What follows belongs to an exercise in optimizing a design on an open flow for small area; a production flow would make more cautious choices. Function was checked by simulation only, so behaviour that the tests miss may differ from the original. Power is estimated from default activity; no workload was simulated.

**flow/design.v**
```verilog
module sdfg(input clock, input reset, input [15:0] A, B, input [3:0] ALU_Sel,
  output reg [15:0] ALU_Out, output reg CarryOut, output Zero, output Sign, output Parity);
wire op_add = ALU_Sel==4'd0, op_sub = ALU_Sel==4'd1, op_mul = ALU_Sel==4'd2, op_div = ALU_Sel==4'd3;
wire op_inc = ALU_Sel==4'd4, op_dec = ALU_Sel==4'd5;
wire op_arith = op_add|op_sub|op_inc|op_dec;
wire inv = op_sub|op_div|op_dec;
wire cin = op_sub|op_div|op_inc;
wire [15:0] bv = (B & {16{~(op_inc|op_dec)}}) ^ {16{inv}};
wire [15:0] x16 = A & {16{~op_mul}};
wire [15:0] Q;
wire [0:0] xr15 = x16[15:15];
wire [0:0] br15 = bv[0:0];
wire [0:0] p15 = xr15 ^ br15;
wire [0:0] g15 = xr15 & br15;
wire r15g0 = g15[0] | (p15[0] & cin);
wire [0:0] d15 = p15 ^ {cin};
wire co15 = r15g0;
assign Q[15] = co15 & ~|B[15:1];
wire sel15 = (op_mul & A[15]) | (op_div & Q[15]);
wire [15:0] x15;
assign x15[14:0] = x16[14:0];
assign x15[15:15] = sel15 ? d15 : xr15;
wire [1:0] xr14 = x15[15:14];
wire [1:0] br14 = bv[1:0];
wire [1:0] p14 = xr14 ^ br14;
wire [1:0] g14 = xr14 & br14;
wire r14g0 = g14[0] | (p14[0] & cin);
wire r14_1g = g14[1] | (p14[1] & r14g0);
wire [1:0] d14 = p14 ^ {r14g0,cin};
wire co14 = r14_1g;
assign Q[14] = co14 & ~|B[15:2];
wire sel14 = (op_mul & A[14]) | (op_div & Q[14]);
wire [15:0] x14;
assign x14[13:0] = x15[13:0];
assign x14[15:14] = sel14 ? d14 : xr14;
wire [2:0] xr13 = x14[15:13];
wire [2:0] br13 = bv[2:0];
wire [2:0] p13 = xr13 ^ br13;
wire [2:0] g13 = xr13 & br13;
wire r13g0 = g13[0] | (p13[0] & cin);
wire r13_1g = g13[1] | (p13[1] & r13g0);
wire r13_2g = g13[2] | (p13[2] & r13_1g);
wire [2:0] d13 = p13 ^ {r13_1g,r13g0,cin};
wire co13 = r13_2g;
assign Q[13] = co13 & ~|B[15:3];
wire sel13 = (op_mul & A[13]) | (op_div & Q[13]);
wire [15:0] x13;
assign x13[12:0] = x14[12:0];
assign x13[15:13] = sel13 ? d13 : xr13;
wire [3:0] xr12 = x13[15:12];
wire [3:0] br12 = bv[3:0];
wire [3:0] p12 = xr12 ^ br12;
wire [3:0] g12 = xr12 & br12;
wire r12g0 = g12[0] | (p12[0] & cin);
wire r12_1g = g12[1] | (p12[1] & r12g0);
wire r12_2g = g12[3] | (p12[3] & g12[2]);
wire r12_2p = p12[3] & p12[2];
wire r12_3g = g12[2] | (p12[2] & r12_1g);
wire r12_4g = r12_2g | (r12_2p & r12_1g);
wire [3:0] d12 = p12 ^ {r12_3g,r12_1g,r12g0,cin};
wire co12 = r12_4g;
assign Q[12] = co12 & ~|B[15:4];
wire sel12 = (op_mul & A[12]) | (op_div & Q[12]);
wire [15:0] x12;
assign x12[11:0] = x13[11:0];
assign x12[15:12] = sel12 ? d12 : xr12;
wire [4:0] xr11 = x12[15:11];
wire [4:0] br11 = bv[4:0];
wire [4:0] p11 = xr11 ^ br11;
wire [4:0] g11 = xr11 & br11;
wire r11g0 = g11[0] | (p11[0] & cin);
wire r11_1g = g11[1] | (p11[1] & r11g0);
wire r11_2g = g11[3] | (p11[3] & g11[2]);
wire r11_2p = p11[3] & p11[2];
wire r11_3g = g11[2] | (p11[2] & r11_1g);
wire r11_4g = r11_2g | (r11_2p & r11_1g);
wire r11_5g = g11[4] | (p11[4] & r11_4g);
wire [4:0] d11 = p11 ^ {r11_4g,r11_3g,r11_1g,r11g0,cin};
wire co11 = r11_5g;
assign Q[11] = co11 & ~|B[15:5];
wire sel11 = (op_mul & A[11]) | (op_div & Q[11]);
wire [15:0] x11;
assign x11[10:0] = x12[10:0];
assign x11[15:11] = sel11 ? d11 : xr11;
wire [5:0] xr10 = x11[15:10];
wire [5:0] br10 = bv[5:0];
wire [5:0] p10 = xr10 ^ br10;
wire [5:0] g10 = xr10 & br10;
wire r10g0 = g10[0] | (p10[0] & cin);
wire r10_1g = g10[1] | (p10[1] & r10g0);
wire r10_2g = g10[3] | (p10[3] & g10[2]);
wire r10_2p = p10[3] & p10[2];
wire r10_3g = g10[5] | (p10[5] & g10[4]);
wire r10_3p = p10[5] & p10[4];
wire r10_4g = g10[2] | (p10[2] & r10_1g);
wire r10_5g = r10_2g | (r10_2p & r10_1g);
wire r10_6g = g10[4] | (p10[4] & r10_5g);
wire r10_7g = r10_3g | (r10_3p & r10_5g);
wire [5:0] d10 = p10 ^ {r10_6g,r10_5g,r10_4g,r10_1g,r10g0,cin};
wire co10 = r10_7g;
assign Q[10] = co10 & ~|B[15:6];
wire sel10 = (op_mul & A[10]) | (op_div & Q[10]);
wire [15:0] x10;
assign x10[9:0] = x11[9:0];
assign x10[15:10] = sel10 ? d10 : xr10;
wire [6:0] xr9 = x10[15:9];
wire [6:0] br9 = bv[6:0];
wire [6:0] p9 = xr9 ^ br9;
wire [6:0] g9 = xr9 & br9;
wire r9g0 = g9[0] | (p9[0] & cin);
wire r9_1g = g9[1] | (p9[1] & r9g0);
wire r9_2g = g9[3] | (p9[3] & g9[2]);
wire r9_2p = p9[3] & p9[2];
wire r9_3g = g9[5] | (p9[5] & g9[4]);
wire r9_3p = p9[5] & p9[4];
wire r9_4g = g9[2] | (p9[2] & r9_1g);
wire r9_5g = r9_2g | (r9_2p & r9_1g);
wire r9_6g = g9[6] | (p9[6] & r9_3g);
wire r9_6p = p9[6] & r9_3p;
wire r9_7g = g9[4] | (p9[4] & r9_5g);
wire r9_8g = r9_3g | (r9_3p & r9_5g);
wire r9_9g = r9_6g | (r9_6p & r9_5g);
wire [6:0] d9 = p9 ^ {r9_8g,r9_7g,r9_5g,r9_4g,r9_1g,r9g0,cin};
wire co9 = r9_9g;
assign Q[9] = co9 & ~|B[15:7];
wire sel9 = (op_mul & A[9]) | (op_div & Q[9]);
wire [15:0] x9;
assign x9[8:0] = x10[8:0];
assign x9[15:9] = sel9 ? d9 : xr9;
wire [7:0] xr8 = x9[15:8];
wire [7:0] br8 = bv[7:0];
wire [7:0] p8 = xr8 ^ br8;
wire [7:0] g8 = xr8 & br8;
wire r8g0 = g8[0] | (p8[0] & cin);
wire r8_1g = g8[1] | (p8[1] & r8g0);
wire r8_2g = g8[3] | (p8[3] & g8[2]);
wire r8_2p = p8[3] & p8[2];
wire r8_3g = g8[5] | (p8[5] & g8[4]);
wire r8_3p = p8[5] & p8[4];
wire r8_4g = g8[7] | (p8[7] & g8[6]);
wire r8_4p = p8[7] & p8[6];
wire r8_5g = g8[2] | (p8[2] & r8_1g);
wire r8_6g = r8_2g | (r8_2p & r8_1g);
wire r8_7g = g8[6] | (p8[6] & r8_3g);
wire r8_7p = p8[6] & r8_3p;
wire r8_8g = r8_4g | (r8_4p & r8_3g);
wire r8_8p = r8_4p & r8_3p;
wire r8_9g = g8[4] | (p8[4] & r8_6g);
wire r8_10g = r8_3g | (r8_3p & r8_6g);
wire r8_11g = r8_7g | (r8_7p & r8_6g);
wire r8_12g = r8_8g | (r8_8p & r8_6g);
wire [7:0] d8 = p8 ^ {r8_11g,r8_10g,r8_9g,r8_6g,r8_5g,r8_1g,r8g0,cin};
wire co8 = r8_12g;
assign Q[8] = co8 & ~|B[15:8];
wire sel8 = (op_mul & A[8]) | (op_div & Q[8]);
wire [15:0] x8;
assign x8[7:0] = x9[7:0];
assign x8[15:8] = sel8 ? d8 : xr8;
wire [8:0] xr7 = x8[15:7];
wire [8:0] br7 = bv[8:0];
wire [8:0] p7 = xr7 ^ br7;
wire [8:0] g7 = xr7 & br7;
wire r7g0 = g7[0] | (p7[0] & cin);
wire r7_1g = g7[1] | (p7[1] & r7g0);
wire r7_2g = g7[3] | (p7[3] & g7[2]);
wire r7_2p = p7[3] & p7[2];
wire r7_3g = g7[5] | (p7[5] & g7[4]);
wire r7_3p = p7[5] & p7[4];
wire r7_4g = g7[7] | (p7[7] & g7[6]);
wire r7_4p = p7[7] & p7[6];
wire r7_5g = g7[2] | (p7[2] & r7_1g);
wire r7_6g = r7_2g | (r7_2p & r7_1g);
wire r7_7g = g7[6] | (p7[6] & r7_3g);
wire r7_7p = p7[6] & r7_3p;
wire r7_8g = r7_4g | (r7_4p & r7_3g);
wire r7_8p = r7_4p & r7_3p;
wire r7_9g = g7[4] | (p7[4] & r7_6g);
wire r7_10g = r7_3g | (r7_3p & r7_6g);
wire r7_11g = r7_7g | (r7_7p & r7_6g);
wire r7_12g = r7_8g | (r7_8p & r7_6g);
wire r7_13g = g7[8] | (p7[8] & r7_12g);
wire [8:0] d7 = p7 ^ {r7_12g,r7_11g,r7_10g,r7_9g,r7_6g,r7_5g,r7_1g,r7g0,cin};
wire co7 = r7_13g;
assign Q[7] = co7 & ~|B[15:9];
wire sel7 = (op_mul & A[7]) | (op_div & Q[7]);
wire [15:0] x7;
assign x7[6:0] = x8[6:0];
assign x7[15:7] = sel7 ? d7 : xr7;
wire [9:0] xr6 = x7[15:6];
wire [9:0] br6 = bv[9:0];
wire [9:0] p6 = xr6 ^ br6;
wire [9:0] g6 = xr6 & br6;
wire r6g0 = g6[0] | (p6[0] & cin);
wire r6_1g = g6[1] | (p6[1] & r6g0);
wire r6_2g = g6[3] | (p6[3] & g6[2]);
wire r6_2p = p6[3] & p6[2];
wire r6_3g = g6[5] | (p6[5] & g6[4]);
wire r6_3p = p6[5] & p6[4];
wire r6_4g = g6[7] | (p6[7] & g6[6]);
wire r6_4p = p6[7] & p6[6];
wire r6_5g = g6[9] | (p6[9] & g6[8]);
wire r6_5p = p6[9] & p6[8];
wire r6_6g = g6[2] | (p6[2] & r6_1g);
wire r6_7g = r6_2g | (r6_2p & r6_1g);
wire r6_8g = g6[6] | (p6[6] & r6_3g);
wire r6_8p = p6[6] & r6_3p;
wire r6_9g = r6_4g | (r6_4p & r6_3g);
wire r6_9p = r6_4p & r6_3p;
wire r6_10g = g6[4] | (p6[4] & r6_7g);
wire r6_11g = r6_3g | (r6_3p & r6_7g);
wire r6_12g = r6_8g | (r6_8p & r6_7g);
wire r6_13g = r6_9g | (r6_9p & r6_7g);
wire r6_14g = g6[8] | (p6[8] & r6_13g);
wire r6_15g = r6_5g | (r6_5p & r6_13g);
wire [9:0] d6 = p6 ^ {r6_14g,r6_13g,r6_12g,r6_11g,r6_10g,r6_7g,r6_6g,r6_1g,r6g0,cin};
wire co6 = r6_15g;
assign Q[6] = co6 & ~|B[15:10];
wire sel6 = (op_mul & A[6]) | (op_div & Q[6]);
wire [15:0] x6;
assign x6[5:0] = x7[5:0];
assign x6[15:6] = sel6 ? d6 : xr6;
wire [10:0] xr5 = x6[15:5];
wire [10:0] br5 = bv[10:0];
wire [10:0] p5 = xr5 ^ br5;
wire [10:0] g5 = xr5 & br5;
wire r5g0 = g5[0] | (p5[0] & cin);
wire r5_1g = g5[1] | (p5[1] & r5g0);
wire r5_2g = g5[3] | (p5[3] & g5[2]);
wire r5_2p = p5[3] & p5[2];
wire r5_3g = g5[5] | (p5[5] & g5[4]);
wire r5_3p = p5[5] & p5[4];
wire r5_4g = g5[7] | (p5[7] & g5[6]);
wire r5_4p = p5[7] & p5[6];
wire r5_5g = g5[9] | (p5[9] & g5[8]);
wire r5_5p = p5[9] & p5[8];
wire r5_6g = g5[2] | (p5[2] & r5_1g);
wire r5_7g = r5_2g | (r5_2p & r5_1g);
wire r5_8g = g5[6] | (p5[6] & r5_3g);
wire r5_8p = p5[6] & r5_3p;
wire r5_9g = r5_4g | (r5_4p & r5_3g);
wire r5_9p = r5_4p & r5_3p;
wire r5_10g = g5[10] | (p5[10] & r5_5g);
wire r5_10p = p5[10] & r5_5p;
wire r5_11g = g5[4] | (p5[4] & r5_7g);
wire r5_12g = r5_3g | (r5_3p & r5_7g);
wire r5_13g = r5_8g | (r5_8p & r5_7g);
wire r5_14g = r5_9g | (r5_9p & r5_7g);
wire r5_15g = g5[8] | (p5[8] & r5_14g);
wire r5_16g = r5_5g | (r5_5p & r5_14g);
wire r5_17g = r5_10g | (r5_10p & r5_14g);
wire [10:0] d5 = p5 ^ {r5_16g,r5_15g,r5_14g,r5_13g,r5_12g,r5_11g,r5_7g,r5_6g,r5_1g,r5g0,cin};
wire co5 = r5_17g;
assign Q[5] = co5 & ~|B[15:11];
wire sel5 = (op_mul & A[5]) | (op_div & Q[5]);
wire [15:0] x5;
assign x5[4:0] = x6[4:0];
assign x5[15:5] = sel5 ? d5 : xr5;
wire [11:0] xr4 = x5[15:4];
wire [11:0] br4 = bv[11:0];
wire [11:0] p4 = xr4 ^ br4;
wire [11:0] g4 = xr4 & br4;
wire r4g0 = g4[0] | (p4[0] & cin);
wire r4_1g = g4[1] | (p4[1] & r4g0);
wire r4_2g = g4[3] | (p4[3] & g4[2]);
wire r4_2p = p4[3] & p4[2];
wire r4_3g = g4[5] | (p4[5] & g4[4]);
wire r4_3p = p4[5] & p4[4];
wire r4_4g = g4[7] | (p4[7] & g4[6]);
wire r4_4p = p4[7] & p4[6];
wire r4_5g = g4[9] | (p4[9] & g4[8]);
wire r4_5p = p4[9] & p4[8];
wire r4_6g = g4[11] | (p4[11] & g4[10]);
wire r4_6p = p4[11] & p4[10];
wire r4_7g = g4[2] | (p4[2] & r4_1g);
wire r4_8g = r4_2g | (r4_2p & r4_1g);
wire r4_9g = g4[6] | (p4[6] & r4_3g);
wire r4_9p = p4[6] & r4_3p;
wire r4_10g = r4_4g | (r4_4p & r4_3g);
wire r4_10p = r4_4p & r4_3p;
wire r4_11g = g4[10] | (p4[10] & r4_5g);
wire r4_11p = p4[10] & r4_5p;
wire r4_12g = r4_6g | (r4_6p & r4_5g);
wire r4_12p = r4_6p & r4_5p;
wire r4_13g = g4[4] | (p4[4] & r4_8g);
wire r4_14g = r4_3g | (r4_3p & r4_8g);
wire r4_15g = r4_9g | (r4_9p & r4_8g);
wire r4_16g = r4_10g | (r4_10p & r4_8g);
wire r4_17g = g4[8] | (p4[8] & r4_16g);
wire r4_18g = r4_5g | (r4_5p & r4_16g);
wire r4_19g = r4_11g | (r4_11p & r4_16g);
wire r4_20g = r4_12g | (r4_12p & r4_16g);
wire [11:0] d4 = p4 ^ {r4_19g,r4_18g,r4_17g,r4_16g,r4_15g,r4_14g,r4_13g,r4_8g,r4_7g,r4_1g,r4g0,cin};
wire co4 = r4_20g;
assign Q[4] = co4 & ~|B[15:12];
wire sel4 = (op_mul & A[4]) | (op_div & Q[4]);
wire [15:0] x4;
assign x4[3:0] = x5[3:0];
assign x4[15:4] = sel4 ? d4 : xr4;
wire [12:0] xr3 = x4[15:3];
wire [12:0] br3 = bv[12:0];
wire [12:0] p3 = xr3 ^ br3;
wire [12:0] g3 = xr3 & br3;
wire r3g0 = g3[0] | (p3[0] & cin);
wire r3_1g = g3[1] | (p3[1] & r3g0);
wire r3_2g = g3[3] | (p3[3] & g3[2]);
wire r3_2p = p3[3] & p3[2];
wire r3_3g = g3[5] | (p3[5] & g3[4]);
wire r3_3p = p3[5] & p3[4];
wire r3_4g = g3[7] | (p3[7] & g3[6]);
wire r3_4p = p3[7] & p3[6];
wire r3_5g = g3[9] | (p3[9] & g3[8]);
wire r3_5p = p3[9] & p3[8];
wire r3_6g = g3[11] | (p3[11] & g3[10]);
wire r3_6p = p3[11] & p3[10];
wire r3_7g = g3[2] | (p3[2] & r3_1g);
wire r3_8g = r3_2g | (r3_2p & r3_1g);
wire r3_9g = g3[6] | (p3[6] & r3_3g);
wire r3_9p = p3[6] & r3_3p;
wire r3_10g = r3_4g | (r3_4p & r3_3g);
wire r3_10p = r3_4p & r3_3p;
wire r3_11g = g3[10] | (p3[10] & r3_5g);
wire r3_11p = p3[10] & r3_5p;
wire r3_12g = r3_6g | (r3_6p & r3_5g);
wire r3_12p = r3_6p & r3_5p;
wire r3_13g = g3[4] | (p3[4] & r3_8g);
wire r3_14g = r3_3g | (r3_3p & r3_8g);
wire r3_15g = r3_9g | (r3_9p & r3_8g);
wire r3_16g = r3_10g | (r3_10p & r3_8g);
wire r3_17g = g3[12] | (p3[12] & r3_12g);
wire r3_17p = p3[12] & r3_12p;
wire r3_18g = g3[8] | (p3[8] & r3_16g);
wire r3_19g = r3_5g | (r3_5p & r3_16g);
wire r3_20g = r3_11g | (r3_11p & r3_16g);
wire r3_21g = r3_12g | (r3_12p & r3_16g);
wire r3_22g = r3_17g | (r3_17p & r3_16g);
wire [12:0] d3 = p3 ^ {r3_21g,r3_20g,r3_19g,r3_18g,r3_16g,r3_15g,r3_14g,r3_13g,r3_8g,r3_7g,r3_1g,r3g0,cin};
wire co3 = r3_22g;
assign Q[3] = co3 & ~|B[15:13];
wire sel3 = (op_mul & A[3]) | (op_div & Q[3]);
wire [15:0] x3;
assign x3[2:0] = x4[2:0];
assign x3[15:3] = sel3 ? d3 : xr3;
wire [13:0] xr2 = x3[15:2];
wire [13:0] br2 = bv[13:0];
wire [13:0] p2 = xr2 ^ br2;
wire [13:0] g2 = xr2 & br2;
wire r2g0 = g2[0] | (p2[0] & cin);
wire r2_1g = g2[1] | (p2[1] & r2g0);
wire r2_2g = g2[3] | (p2[3] & g2[2]);
wire r2_2p = p2[3] & p2[2];
wire r2_3g = g2[5] | (p2[5] & g2[4]);
wire r2_3p = p2[5] & p2[4];
wire r2_4g = g2[7] | (p2[7] & g2[6]);
wire r2_4p = p2[7] & p2[6];
wire r2_5g = g2[9] | (p2[9] & g2[8]);
wire r2_5p = p2[9] & p2[8];
wire r2_6g = g2[11] | (p2[11] & g2[10]);
wire r2_6p = p2[11] & p2[10];
wire r2_7g = g2[13] | (p2[13] & g2[12]);
wire r2_7p = p2[13] & p2[12];
wire r2_8g = g2[2] | (p2[2] & r2_1g);
wire r2_9g = r2_2g | (r2_2p & r2_1g);
wire r2_10g = g2[6] | (p2[6] & r2_3g);
wire r2_10p = p2[6] & r2_3p;
wire r2_11g = r2_4g | (r2_4p & r2_3g);
wire r2_11p = r2_4p & r2_3p;
wire r2_12g = g2[10] | (p2[10] & r2_5g);
wire r2_12p = p2[10] & r2_5p;
wire r2_13g = r2_6g | (r2_6p & r2_5g);
wire r2_13p = r2_6p & r2_5p;
wire r2_14g = g2[4] | (p2[4] & r2_9g);
wire r2_15g = r2_3g | (r2_3p & r2_9g);
wire r2_16g = r2_10g | (r2_10p & r2_9g);
wire r2_17g = r2_11g | (r2_11p & r2_9g);
wire r2_18g = g2[12] | (p2[12] & r2_13g);
wire r2_18p = p2[12] & r2_13p;
wire r2_19g = r2_7g | (r2_7p & r2_13g);
wire r2_19p = r2_7p & r2_13p;
wire r2_20g = g2[8] | (p2[8] & r2_17g);
wire r2_21g = r2_5g | (r2_5p & r2_17g);
wire r2_22g = r2_12g | (r2_12p & r2_17g);
wire r2_23g = r2_13g | (r2_13p & r2_17g);
wire r2_24g = r2_18g | (r2_18p & r2_17g);
wire r2_25g = r2_19g | (r2_19p & r2_17g);
wire [13:0] d2 = p2 ^ {r2_24g,r2_23g,r2_22g,r2_21g,r2_20g,r2_17g,r2_16g,r2_15g,r2_14g,r2_9g,r2_8g,r2_1g,r2g0,cin};
wire co2 = r2_25g;
assign Q[2] = co2 & ~|B[15:14];
wire sel2 = (op_mul & A[2]) | (op_div & Q[2]);
wire [15:0] x2;
assign x2[1:0] = x3[1:0];
assign x2[15:2] = sel2 ? d2 : xr2;
wire [14:0] xr1 = x2[15:1];
wire [14:0] br1 = bv[14:0];
wire [14:0] p1 = xr1 ^ br1;
wire [14:0] g1 = xr1 & br1;
wire r1g0 = g1[0] | (p1[0] & cin);
wire r1_1g = g1[1] | (p1[1] & r1g0);
wire r1_2g = g1[3] | (p1[3] & g1[2]);
wire r1_2p = p1[3] & p1[2];
wire r1_3g = g1[5] | (p1[5] & g1[4]);
wire r1_3p = p1[5] & p1[4];
wire r1_4g = g1[7] | (p1[7] & g1[6]);
wire r1_4p = p1[7] & p1[6];
wire r1_5g = g1[9] | (p1[9] & g1[8]);
wire r1_5p = p1[9] & p1[8];
wire r1_6g = g1[11] | (p1[11] & g1[10]);
wire r1_6p = p1[11] & p1[10];
wire r1_7g = g1[13] | (p1[13] & g1[12]);
wire r1_7p = p1[13] & p1[12];
wire r1_8g = g1[2] | (p1[2] & r1_1g);
wire r1_9g = r1_2g | (r1_2p & r1_1g);
wire r1_10g = g1[6] | (p1[6] & r1_3g);
wire r1_10p = p1[6] & r1_3p;
wire r1_11g = r1_4g | (r1_4p & r1_3g);
wire r1_11p = r1_4p & r1_3p;
wire r1_12g = g1[10] | (p1[10] & r1_5g);
wire r1_12p = p1[10] & r1_5p;
wire r1_13g = r1_6g | (r1_6p & r1_5g);
wire r1_13p = r1_6p & r1_5p;
wire r1_14g = g1[14] | (p1[14] & r1_7g);
wire r1_14p = p1[14] & r1_7p;
wire r1_15g = g1[4] | (p1[4] & r1_9g);
wire r1_16g = r1_3g | (r1_3p & r1_9g);
wire r1_17g = r1_10g | (r1_10p & r1_9g);
wire r1_18g = r1_11g | (r1_11p & r1_9g);
wire r1_19g = g1[12] | (p1[12] & r1_13g);
wire r1_19p = p1[12] & r1_13p;
wire r1_20g = r1_7g | (r1_7p & r1_13g);
wire r1_20p = r1_7p & r1_13p;
wire r1_21g = r1_14g | (r1_14p & r1_13g);
wire r1_21p = r1_14p & r1_13p;
wire r1_22g = g1[8] | (p1[8] & r1_18g);
wire r1_23g = r1_5g | (r1_5p & r1_18g);
wire r1_24g = r1_12g | (r1_12p & r1_18g);
wire r1_25g = r1_13g | (r1_13p & r1_18g);
wire r1_26g = r1_19g | (r1_19p & r1_18g);
wire r1_27g = r1_20g | (r1_20p & r1_18g);
wire r1_28g = r1_21g | (r1_21p & r1_18g);
wire [14:0] d1 = p1 ^ {r1_27g,r1_26g,r1_25g,r1_24g,r1_23g,r1_22g,r1_18g,r1_17g,r1_16g,r1_15g,r1_9g,r1_8g,r1_1g,r1g0,cin};
wire co1 = r1_28g;
assign Q[1] = co1 & ~|B[15:15];
wire sel1 = (op_mul & A[1]) | (op_div & Q[1]);
wire [15:0] x1;
assign x1[0:0] = x2[0:0];
assign x1[15:1] = sel1 ? d1 : xr1;
wire [15:0] xr0 = x1[15:0];
wire [15:0] br0 = bv[15:0];
wire [15:0] p0 = xr0 ^ br0;
wire [15:0] g0 = xr0 & br0;
wire r0g0 = g0[0] | (p0[0] & cin);
wire r0_1g = g0[1] | (p0[1] & r0g0);
wire r0_2g = g0[3] | (p0[3] & g0[2]);
wire r0_2p = p0[3] & p0[2];
wire r0_3g = g0[5] | (p0[5] & g0[4]);
wire r0_3p = p0[5] & p0[4];
wire r0_4g = g0[7] | (p0[7] & g0[6]);
wire r0_4p = p0[7] & p0[6];
wire r0_5g = g0[9] | (p0[9] & g0[8]);
wire r0_5p = p0[9] & p0[8];
wire r0_6g = g0[11] | (p0[11] & g0[10]);
wire r0_6p = p0[11] & p0[10];
wire r0_7g = g0[13] | (p0[13] & g0[12]);
wire r0_7p = p0[13] & p0[12];
wire r0_8g = g0[15] | (p0[15] & g0[14]);
wire r0_8p = p0[15] & p0[14];
wire r0_9g = g0[2] | (p0[2] & r0_1g);
wire r0_10g = r0_2g | (r0_2p & r0_1g);
wire r0_11g = g0[6] | (p0[6] & r0_3g);
wire r0_11p = p0[6] & r0_3p;
wire r0_12g = r0_4g | (r0_4p & r0_3g);
wire r0_12p = r0_4p & r0_3p;
wire r0_13g = g0[10] | (p0[10] & r0_5g);
wire r0_13p = p0[10] & r0_5p;
wire r0_14g = r0_6g | (r0_6p & r0_5g);
wire r0_14p = r0_6p & r0_5p;
wire r0_15g = g0[14] | (p0[14] & r0_7g);
wire r0_15p = p0[14] & r0_7p;
wire r0_16g = r0_8g | (r0_8p & r0_7g);
wire r0_16p = r0_8p & r0_7p;
wire r0_17g = g0[4] | (p0[4] & r0_10g);
wire r0_18g = r0_3g | (r0_3p & r0_10g);
wire r0_19g = r0_11g | (r0_11p & r0_10g);
wire r0_20g = r0_12g | (r0_12p & r0_10g);
wire r0_21g = g0[12] | (p0[12] & r0_14g);
wire r0_21p = p0[12] & r0_14p;
wire r0_22g = r0_7g | (r0_7p & r0_14g);
wire r0_22p = r0_7p & r0_14p;
wire r0_23g = r0_15g | (r0_15p & r0_14g);
wire r0_23p = r0_15p & r0_14p;
wire r0_24g = r0_16g | (r0_16p & r0_14g);
wire r0_24p = r0_16p & r0_14p;
wire r0_25g = g0[8] | (p0[8] & r0_20g);
wire r0_26g = r0_5g | (r0_5p & r0_20g);
wire r0_27g = r0_13g | (r0_13p & r0_20g);
wire r0_28g = r0_14g | (r0_14p & r0_20g);
wire r0_29g = r0_21g | (r0_21p & r0_20g);
wire r0_30g = r0_22g | (r0_22p & r0_20g);
wire r0_31g = r0_23g | (r0_23p & r0_20g);
wire r0_32g = r0_24g | (r0_24p & r0_20g);
wire [15:0] d0 = p0 ^ {r0_31g,r0_30g,r0_29g,r0_28g,r0_27g,r0_26g,r0_25g,r0_20g,r0_19g,r0_18g,r0_17g,r0_10g,r0_9g,r0_1g,r0g0,cin};
wire co0 = r0_32g;
assign Q[0] = co0 & 1'b1;
wire sel0 = (op_mul & A[0]) | op_arith;
wire [15:0] x0;
assign x0[15:0] = sel0 ? d0 : xr0;
wire [15:0] R = op_div ? Q : (op_arith|op_mul) ? x0 : 16'hACAC;
wire C = (op_add & co0) | (op_sub & ~co0);
reg valid;
always @(posedge clock or posedge reset) if (reset) begin ALU_Out <= 16'd0; CarryOut <= 1'b0; valid <= 1'b0; end
  else begin ALU_Out <= R; CarryOut <= C; valid <= 1'b1; end
assign Zero = valid & ~|ALU_Out;
assign Sign = ALU_Out[15];
assign Parity = valid & ~^ALU_Out;
endmodule
```
**flow/run.sh**
```bash
#!/bin/bash
# synth_recipe.tcl (not shown) runs the flow's synth.tcl, then flattens the netlist and writes it again
# the make line also repeats each setting of config.mk as NAME=value (left out here)
make -C /OpenROAD-flow-scripts/flow DESIGN_CONFIG=/design/flow/config.mk WORK_HOME=/design/flow/orfs CLKGATE_MAP_FILE= SYNTH_SCRIPT=/design/flow/synth_recipe.tcl finish
```
**flow/config.mk**
```make
export PLATFORM = sky130hd
export DESIGN_NAME = sdfg
export DESIGN_NICKNAME = sdfg
export VERILOG_FILES = /design/flow/design.v
export SDC_FILE = /design/flow/constraint.sdc
export NUM_CORES = 4
export LEC_CHECK = 0
export ABC_AREA = 1
export CAP_MARGIN = 20
export CORE_MARGIN = 2
export CORE_UTILIZATION = 40
export SLEW_MARGIN = 20
```
**flow/constraint.sdc**
```tcl
create_clock -name core_clock -period 32.0 [get_ports {clock}]
set_input_delay 6.4000 -clock core_clock [delete_from_list [all_inputs] [get_ports {clock}]]
set_output_delay 6.4000 -clock core_clock [all_outputs]
set_load 0.01 [all_outputs]
```
==> flow_metrics.tcl <==
set metrics [dict create \
    status "complete, but fails checks" \
    so_faults "negative setup slack" \
    die_width_microns 145 \
    place_congestion 0.895 \
    antenna_found_initial 0 \
    synth_seq_area_share_pct 5.64 \
    cp_slowest_stage_delay_ns 0.41 \
    synth-edff-count 0 \
    syn_area_sq_um 7980 \
    dr.first_iter.drc_count 399 \
    via_count 9421 \
    fp-row-count 51 \
    cpMostUsedCell "nand2_2" \
    grt_pass1_wl_mm 44.0 \
    synth.largest_area_cell "ha_1" \
    crit_start "ALU_Sel[3]" \
    cts_sinks 18 \
    grt_pass1_vias 9122 \
    grt_usage_pct 25.3 \
    layout.nets 1892 \
    crit_slowest_cell "fa_2" \
    core_area_sq_um 19500 \
    syn-num-nets 1392 \
    pin_count 58 \
    arrival_ns 33.35 \
    wl_per_cell_microns 14.3 \
    syn_inst 1179 \
    async_reset_ff_share_pct 100 \
    vdd_drop_max_v 0.0000188 \
    ant_nets 0 \
    relSlewSlack_pct 34.1 \
    slew_violations 0 \
    place_inst 1826 \
    power_uw 419 \
    p_leak_nw 6.83 \
    drc 0 \
    syn2layout_area_growth_pct 68.8 \
    worst-path-max-fanout 8 \
    final_cells 1943 \
    dr.pass1.iters 5 \
    via_per_inst 4.85 \
    fmax_ghz 0.0301 \
    synthTopCellsByCount "324 x nand2_1, 157 x inv_1, 110 x ha_1, 102 x nand3_1, 72 x nor2_1" \
    min_path_type "in -> async" \
    drive_gt1_share_pct 46.7 \
    period_needed_ns 33.21 \
    n_antenna_cell 0 \
    crit_type "in -> reg" \
    synth_seq_cells 18 \
    start_util_pct 40.9 \
    die-area_sq_um 21100 \
    worst_setup_path_start_kind "input pin" \
    overflow 0 \
    setup_tns_ns -10.38 \
    ys_warn_count 1 \
    wl_mm 27.9 \
    fin_ws_ns -1.21 \
    die_h_microns 145 \
    utilization_pct 69.0 \
    endpoint_kind "register" \
    pre_cts_slack_ns -2.73 \
    setup_viol 14 \
    syn_avg_cell_area_sq_um 6.77 \
    synthFlopType "dfrtp_1" \
    post-route-period-util_pct 104 \
    clkTransAtPathRegs_ns 0.05 \
    ctsHtreeMaxLevel 1 \
    placed_cell_area_sq_um 11600 \
    numPortBuffers 57 \
    grt_max_degree 21 \
    maxCapViolCount 0 \
    hold_ws_ns 6.54 \
    cts_made_buffers 3 \
    synth_area_leaders "ha_1 17%, fa_1 16%, nand2_1 15%" \
    worst_pin_slew_ns 0.982 \
    clk_path_buf_depth 2 \
    cts-root-buf "clkbuf_16" \
    rsz0062_at_grt "yes" \
    p_per_area_nw_per_um2 31.1 \
    critical_path_required_ns 32.14 \
    finalHoldViolations 0 \
    synth.most_common_cell "nand2_1" \
    synth_cell_types 52 \
    synth_top_cell_area_share_pct 17.2 \
    place_hpwl_mm 21.0 \
    stdcell_area_sq_um 13500 \
    cts_tree "built" \
    hold_buffers 0 \
]
## critical path, delay by kind of cell
| family | cells | cell delay, ns |
|---|---|---|
| AOI/OAI and AO/OA | 63 | 7.97 |
| buffers and inverters | 22 | 2.14 |
| adders and majority gates | 19 | 5.72 |
| and+or+nand+nor | 126 | 11.03 |
## per-layer routing
metal | track usage, % | part of all wire [%]
met1 | 32.9 | 44
met2 | 45.1 | 49
met3 | 2.01 | 3.2
met4 | 6.81 | 3.1
met5 | 0 | 0
## flip-flops by register name, indices dropped and copies added (netlist names)
name and flops:
ALU_Out 16, valid 1, CarryOut 1
## final timing paths
check,end,slack [ns]
worst max-delay path,CarryOut,-1.21
worst min-delay path,ALU_Out[10],6.54
max in group asynchronous,ALU_Out[2],25.05
min in group core_clock,CarryOut,6.62
## area by class of cell
type / count / area, sq um
clock buffer: 4 / 88.8
fill: 1618 / 6050
inverter: 172 / 667
multi-input combinational: 969 / 7880
sequential: 18 / 450
tap: 265 / 332
timing repair buffer: 515 / 4060
## cells by family (layout without fill, tap and decap cells)
logic type               after synthesis  count (layout)  synth area share, %
AO/OA/AOI/OAI                        155             155                 12.5
XOR/XNOR                              46              46                 5.05
adder cells (fa/ha/maj)              175             175                 33.5
buffers and inverters                192             691                 10.1
flip-flops                            18              18                 5.64
multiplexers                           1               1                0.125
other                                  1               1               0.0470
AND/OR/NAND/NOR                      591             591                 32.9
## placed cells by master (no fill, tap or decap), drive strengths merged, types with 5 or more instances in the layout
| master | netlist | routed |
|---|---|---|
| xnor2 | 28 | 28 |
| nand3b | 5 | 5 |
| buf | 15 | 459 |
| xor2 | 18 | 18 |
| nor3 | 5 | 5 |
| o22ai | 6 | 6 |
| nor2 | 82 | 82 |
| nand2 | 338 | 338 |
| and2 | 12 | 12 |
| a21oi | 46 | 46 |
| a211oi | 7 | 7 |
| inv | 171 | 170 |
| fa | 65 | 65 |
| dfrtp | 18 | 18 |
| o21ai | 75 | 75 |
| nand3 | 107 | 107 |
| or2 | 40 | 40 |
| o21a | 9 | 9 |
| ha | 110 | 110 |
| clkbuf | 5 | 6 |
| a21boi | 5 | 5 |
| clkdlybuf4s50 | 0 | 52 |
## power breakdown
part | internal, mW | switching (mW)
Sequential | 0.0255 | 0.00134
Combinational | 0.190 | 0.176
Clock | 0.0190 | 0.00789
## repair_timing
action / CTS / global route
endpoints found under the setup margin: 17 / 17
pin swaps: 44 / 175
gates resized for setup: 63 / 154
gates cloned: 0 / 0
setup buffers: 65 / 60

## afterwards: timing with drivers on the ports
No port has a modelled driver above. Below, the same layout with a new extraction and two added sets of constraints. Step 1: set_driving_cell puts a clkbuf_16 on clock and a buf_2 on each other input, an assumption about the parent block. Step 2, shift: input delay + t, output delay - t, t = (earliest + latest rising clock arrival at the registers) / 2. This alone moves slack from input paths to output paths. a / b / c = ideal / step 1 / step 2; a / b = the first two.
t (ns): 0.273
setup slack, ns: -1.210 / -1.221 / -1.494
hold slack, ns: 6.538 / 6.539 / 6.812
latest minus earliest clock arrival (ns): 0.001 / 0.001
For this run, drivers alone change the setup slack by -0.011 ns; drivers and shift together by -0.284 ns.
